This is an optimization exercise on Yosys and OpenROAD, whose aim is small area, not a production implementation.
Where RTL was checked, it was by simulation tests only, not by an equivalence proof against the original.
Power is estimated from default activity; no workload was simulated.

## snake_top
module snake_top(
	input CLOCK_50,
	input [4:0] KEY,            
	output [3:0] VGA_R,
	output [3:0] VGA_G,
	output [3:0] VGA_B,
	output VGA_HS,
	output VGA_VS,
	output [6:0] HEX0,
	output [6:0] HEX1,
	output [6:0] HEX2,
	output [6:0] HEX3,
	output [6:0] HEX4,
	output [6:0] HEX5
);
make LEC_CHECK=0 CAP_MARGIN=20 CORE_MARGIN=2 CORE_UTILIZATION=40 CTS_BUF_LIST=sky130_fd_sc_hd__clkbuf_8 CTS_CLUSTER_DIAMETER=50 CTS_CLUSTER_SIZE=12 SLEW_MARGIN=20 finish   # period 20.0 ns
run.sh (not shown) runs the stock make flow with config.mk's settings and CLKGATE_MAP_FILE= SYNTH_SCRIPT=/design/flow/synth_recipe.tcl, a recipe that flattens the netlist after the stock synthesis.
Change:
Settings changed: CTS_BUF_LIST sky130_fd_sc_hd__clkbuf_8 to sky130_fd_sc_hd__clkbuf_4, CTS_CLUSTER_DIAMETER 50 to 40, CTS_CLUSTER_SIZE 12 to 8.
- setup slack got worse by 0.17 ns
- hold slack barely changes
- via count is higher by 1.8%
- first-iteration DRC count is higher by 3.6%
- register-to-register slack barely changes
- combinational power is about the same
- power is higher by 3.2%
- flip-flop and latch count stays the same
- critical path depth stays the same
- global-route usage is about the same
Function was not checked in any run of this note: the RTL went through the layout flow alone.

* * *

Another version of the RTL of snake_top (not shown whole).
For scale: about 310 flip-flops, about 62 I/O pins, ~14000 um2 of cells after synthesis.
Settings: LEC_CHECK=0, CAP_MARGIN=20, CORE_MARGIN=2, CORE_UTILIZATION=60, SLEW_MARGIN=20; clock period 20.0 ns.
standard.sh (not shown) runs the stock make flow with config.mk's settings and CLKGATE_MAP_FILE= SYNTH_SCRIPT=/design/flow/synth_recipe.tcl, a recipe that flattens the netlist after the stock synthesis.
==> flow/flow/run.sh <==
#!/bin/bash
# The standard ORFS layout (standard.sh, unchanged) with two settings
# passed through the environment:
#  - the port buffers that buffer_ports inserts use the smallest buffer
#    (every input and output port still gets its own buffer);
#  - clock tree synthesis clusters the flip-flops up to 10 to a buffer
#    within 40 um, uses clkbuf_4 and adds no dummy loads.
# standard.sh's output goes to standard.log; ORFS keeps each tool's log
# under orfs/logs/.
set -o pipefail
export BUFFER_PORTS_ARGS="-buffer_cell sky130_fd_sc_hd__buf_1"
export CTS_ARGS="-sink_clustering_enable -repair_clock_nets -sink_clustering_size 10 -sink_clustering_max_diameter 50 -buf_list sky130_fd_sc_hd__clkbuf_4 -dont_use_dummy_load"
bash standard.sh > standard.log 2>&1
The starting point went through all stages and came out clean.
==> next run, changes <==
==> flow/run.sh (new file) <==
#!/bin/bash
# synth_recipe.tcl (not shown) runs the flow's synth.tcl, then flattens the netlist and writes it again
# the make line also repeats each setting of config.mk as NAME=value (left out here)
make -C /OpenROAD-flow-scripts/flow DESIGN_CONFIG=/design/flow/config.mk WORK_HOME=/design/flow/orfs CLKGATE_MAP_FILE= SYNTH_SCRIPT=/design/flow/synth_recipe.tcl finish
--- a/flow/config.mk
+++ b/flow/config.mk
@@ -9,3 +9,6 @@
 export CORE_MARGIN = 2
 export CORE_UTILIZATION = 60
+export CTS_BUF_LIST = sky130_fd_sc_hd__clkbuf_8
+export CTS_CLUSTER_DIAMETER = 60
+export CTS_CLUSTER_SIZE = 16
 export SLEW_MARGIN = 20
removed: flow/flow/run.sh
removed: flow/standard.sh
After rerunning: Global-route usage went down by 0.15 points; cell count stays flat; first-iteration DRC count went up by 9.6%; via count goes down by 0.92%; area after synthesis stays the same.

* * *

## run 2
Starting RTL as in the previous note.
// snake_top
module snake_top(
	input CLOCK_50,
	input [4:0] KEY,            
	output [3:0] VGA_R,
	output [3:0] VGA_G,
	output [3:0] VGA_B,
	output VGA_HS,
	output VGA_VS,
	output [6:0] HEX0,
	output [6:0] HEX1,
	output [6:0] HEX2,
	output [6:0] HEX3,
	output [6:0] HEX4,
	output [6:0] HEX5
);
==> flow/config.mk <==
export PLATFORM = sky130hd
export DESIGN_NAME = snake_top
export DESIGN_NICKNAME = snake_top
export VERILOG_FILES = /design/flow/design.v
export SDC_FILE = /design/flow/constraint.sdc
export NUM_CORES = 4
export LEC_CHECK = 0
export CAP_MARGIN = 20
export CORE_MARGIN = 2
export CORE_UTILIZATION = 60
export SLEW_MARGIN = 20
==> flow/constraint.sdc <==
create_clock -name core_clock -period 20.0 [get_ports {CLOCK_50}]
set_input_delay 4.0000 -clock core_clock [delete_from_list [all_inputs] [get_ports {CLOCK_50}]]
set_output_delay 4.0000 -clock core_clock [all_outputs]
set_load 0.01 [all_outputs]
==> flow/flow/run.sh <==
#!/bin/bash
# The standard ORFS layout (standard.sh, unchanged) with two settings
# passed through the environment:
#  - the port buffers that buffer_ports inserts use the smallest buffer
#    (every input and output port still gets its own buffer);
#  - clock tree synthesis clusters the flip-flops up to 10 to a buffer
#    within 40 um, uses clkbuf_4 and adds no dummy loads.
# standard.sh's output goes to standard.log; ORFS keeps each tool's log
# under orfs/logs/.
set -o pipefail
export BUFFER_PORTS_ARGS="-buffer_cell sky130_fd_sc_hd__buf_1"
export CTS_ARGS="-sink_clustering_enable -repair_clock_nets -sink_clustering_size 11 -sink_clustering_max_diameter 40 -buf_list sky130_fd_sc_hd__clkbuf_4 -dont_use_dummy_load"
bash standard.sh > standard.log 2>&1
Input changes introduced in run 1 (baseline for comparison: run 2):
diff --git a/flow/flow/run.sh b/flow/flow/run.sh
--- a/flow/flow/run.sh
+++ b/flow/flow/run.sh
@@ -10,4 +10,4 @@
 set -o pipefail
 export BUFFER_PORTS_ARGS="-buffer_cell sky130_fd_sc_hd__buf_1"
-export CTS_ARGS="-sink_clustering_enable -repair_clock_nets -sink_clustering_size 11 -sink_clustering_max_diameter 40 -buf_list sky130_fd_sc_hd__clkbuf_4 -dont_use_dummy_load"
+export CTS_ARGS="-sink_clustering_enable -repair_clock_nets -sink_clustering_size 10 -sink_clustering_max_diameter 40 -buf_list sky130_fd_sc_hd__clkbuf_4 -dont_use_dummy_load"
 bash standard.sh > standard.log 2>&1
Findings:
On portion of the clock cycle consumed by the worst path in the final layout, run 1 and run 2 are basically level.
The portion of total power attributed to the clock network was comparable across run 1 and run 2.
Re mux share of post-synthesis cell area: no difference whatsoever between run 2 and run 1.
Going from run 2 to run 1, portion of total power attributed to sequential cells shrinks by 0.2 points.
Per the comparison of run 1 with run 2, total power barely changed, final clock skew saw an increase, design area roughly the same.

* * *

## build 13
Another version of the RTL of snake_top (not shown whole).
Size: ~1,400 cells after synthesis, roughly 62 I/O pins, ~14,000 um^2 of cells after synthesis.
clock: 20.0 ns
lec_check: 0
cap_margin: 20
core_margin: 2
core_utilization: 60
slew_margin: 20
==> flow/flow/run.sh <==
#!/bin/bash
# The standard ORFS layout (standard.sh, unchanged) with two settings
# passed through the environment:
#  - the port buffers that buffer_ports inserts use the smallest buffer
#    (every input and output port still gets its own buffer);
#  - clock tree synthesis clusters the flip-flops 16 to a buffer within
#    60 um, uses clkbuf_8 and adds no dummy loads.
# standard.sh's output goes to standard.log; ORFS keeps each tool's log
# under orfs/logs/.
set -o pipefail
export BUFFER_PORTS_ARGS="-buffer_cell sky130_fd_sc_hd__buf_1"
export CTS_ARGS="-sink_clustering_enable -repair_clock_nets -sink_clustering_size 10 -sink_clustering_max_diameter 40 -buf_list sky130_fd_sc_hd__clkbuf_4 -dont_use_dummy_load"
bash standard.sh > standard.log 2>&1
--- input diff build 13..trial 75 ---
--- a/flow/flow/run.sh
+++ b/flow/flow/run.sh
@@ -11,3 +11,3 @@
 export BUFFER_PORTS_ARGS="-buffer_cell sky130_fd_sc_hd__buf_1"
-export CTS_ARGS="-sink_clustering_enable -repair_clock_nets -sink_clustering_size 10 -sink_clustering_max_diameter 40 -buf_list sky130_fd_sc_hd__clkbuf_4 -dont_use_dummy_load"
+export CTS_ARGS="-sink_clustering_enable -repair_clock_nets -sink_clustering_size 16 -sink_clustering_max_diameter 60 -buf_list sky130_fd_sc_hd__clkbuf_8 -dont_use_dummy_load"
 bash standard.sh > standard.log 2>&1
Findings:
In the metrics for build 13 and trial 75, the one carrying the higher number of CTS-inserted buffers is build 13. Summary: with build 13 as the reference, final layout net count in trial 75 moved down slightly. The more densely filled core belongs to trial 75, not build 13. Trial 75 vs. build 13: share of power burned in registers went down by 2.0 points. Relative to build 13, time the final worst path needs with I/O delays and setup has gone down in trial 75. Looking only at worst hold slack, and setting everything else aside, the lower value of build 13 and trial 75 goes to build 13. Build 13 -> trial 75: first-pass iteration count of the detailed router delta 0, exact match. Against build 13 as the reference, trial 75 delivers a lower post-route clock period utilization. Power is higher on trial 75. Taking build 13 over trial 75, the count of clock-net buffers in the final layout ratio works out to 1.5. Trial 75: design area is 0.48% higher than what build 13 reported.

* * *

Another version of the RTL of snake_top (not shown whole).
Size in the first run: ~1,400 cells after synthesis, roughly 62 I/O pins, about 14,000 um2 of cells after synthesis.
export LEC_CHECK = 0
export CAP_MARGIN = 10
export CORE_MARGIN = 2
export CORE_UTILIZATION = 60
export GPL_TIMING_DRIVEN = 0
export SLEW_MARGIN = 10
create_clock -name core_clock -period 20.0 [get_ports {CLOCK_50}]
==> flow/flow/run.sh <==
#!/bin/bash
# The standard ORFS layout (standard.sh, unchanged) with two settings
# passed through the environment:
#  - the port buffers that buffer_ports inserts use the smallest buffer
#    (every input and output port still gets its own buffer);
#  - clock tree synthesis clusters the flip-flops up to 10 to a buffer
#    within 40 um, uses clkbuf_4 and adds no dummy loads.
# standard.sh's output goes to standard.log; ORFS keeps each tool's log
# under orfs/logs/.
set -o pipefail
export BUFFER_PORTS_ARGS="-buffer_cell sky130_fd_sc_hd__buf_1"
export CTS_ARGS="-sink_clustering_enable -repair_clock_nets -sink_clustering_size 10 -sink_clustering_max_diameter 40 -buf_list sky130_fd_sc_hd__clkbuf_4 -dont_use_dummy_load"
bash standard.sh > standard.log 2>&1
The baseline finished clean.
Next try:
CAP_MARGIN = 20   (was 10)
GPL_TIMING_DRIVEN = not set   (was 0)
SLEW_MARGIN = 20   (was 10)
The new run ran to the end with no violations; clock-buffer cell count drops by 1; routed wire length is lower by about 5%; worst hold slack improved by 4.2 ps; power shrinks by about 1.5%; sequential power stays flat; die area stays the same; clock power falls by about 3%.
Next try:
GPL_TIMING_DRIVEN = 0   (was not set)
=>
- The new run produced a clean layout
- clock-buffer cell count does not change
- die area is unchanged
- sequential power is about the same
- synthesized cell count stays the same
- global-route usage rose by 0.71 points
- combinational power rose by 61%
- power rose by 0.87%
- via count rose by 4.6%
- worst setup slack gets worse by 360 ps

## afterwards: timing with drivers on the ports
No port has a modelled driver above. Below, the same layouts with a new extraction and two added sets of constraints. Step 1 sets driving cells, clkbuf_16 on the clock port and buf_2 on the other inputs (assumed; they add their load-dependent delay and slew). Step 2 adds t to the input delays and takes it off the output delays; t is the mean of the earliest and latest rising clock arrival at the registers after step 1. Input paths then give back, and output paths get back, about the clock's delay inside the block. Slacks: ideal ports / drivers / drivers and shift; pairs: ideal ports / drivers.
run	t (ns)	setup slack, ns	slew at the worst register clock pin (ns)	worst slew at a driven data input, ns	pins driven straight from the clock port
the first run of note 1	0.600	11.968 / 11.917 / 12.517	0.08 / 0.08	0.04	1
the second run of note 1	0.759	11.794 / 11.748 / 12.507	0.10 / 0.10	0.04	1
the first run of note 2	0.653	12.193 / 12.150 / 12.803	0.11 / 0.11	0.03	1
the second run of note 2	0.627	11.823 / 11.779 / 12.407	0.10 / 0.10	0.03	1
run 2	0.650	12.194 / 12.154 / 12.804	0.11 / 0.11	0.03	1
run 1	0.659	12.219 / 12.179 / 12.838	0.10 / 0.10	0.03	1
build 13	0.671	12.441 / 12.401 / 13.072	0.10 / 0.10	0.03	1
trial 75	0.607	12.564 / 12.519 / 13.127	0.09 / 0.09	0.03	1
the first run of note 5	0.661	10.977 / 10.939 / 11.600	0.11 / 0.11	0.03	1
the second run of note 5	0.652	11.257 / 11.214 / 11.866	0.11 / 0.11	0.03	1
the third run of note 5	0.664	10.894 / 10.853 / 11.518	0.10 / 0.10	0.03	1
After both steps every run listed still meets setup and hold.
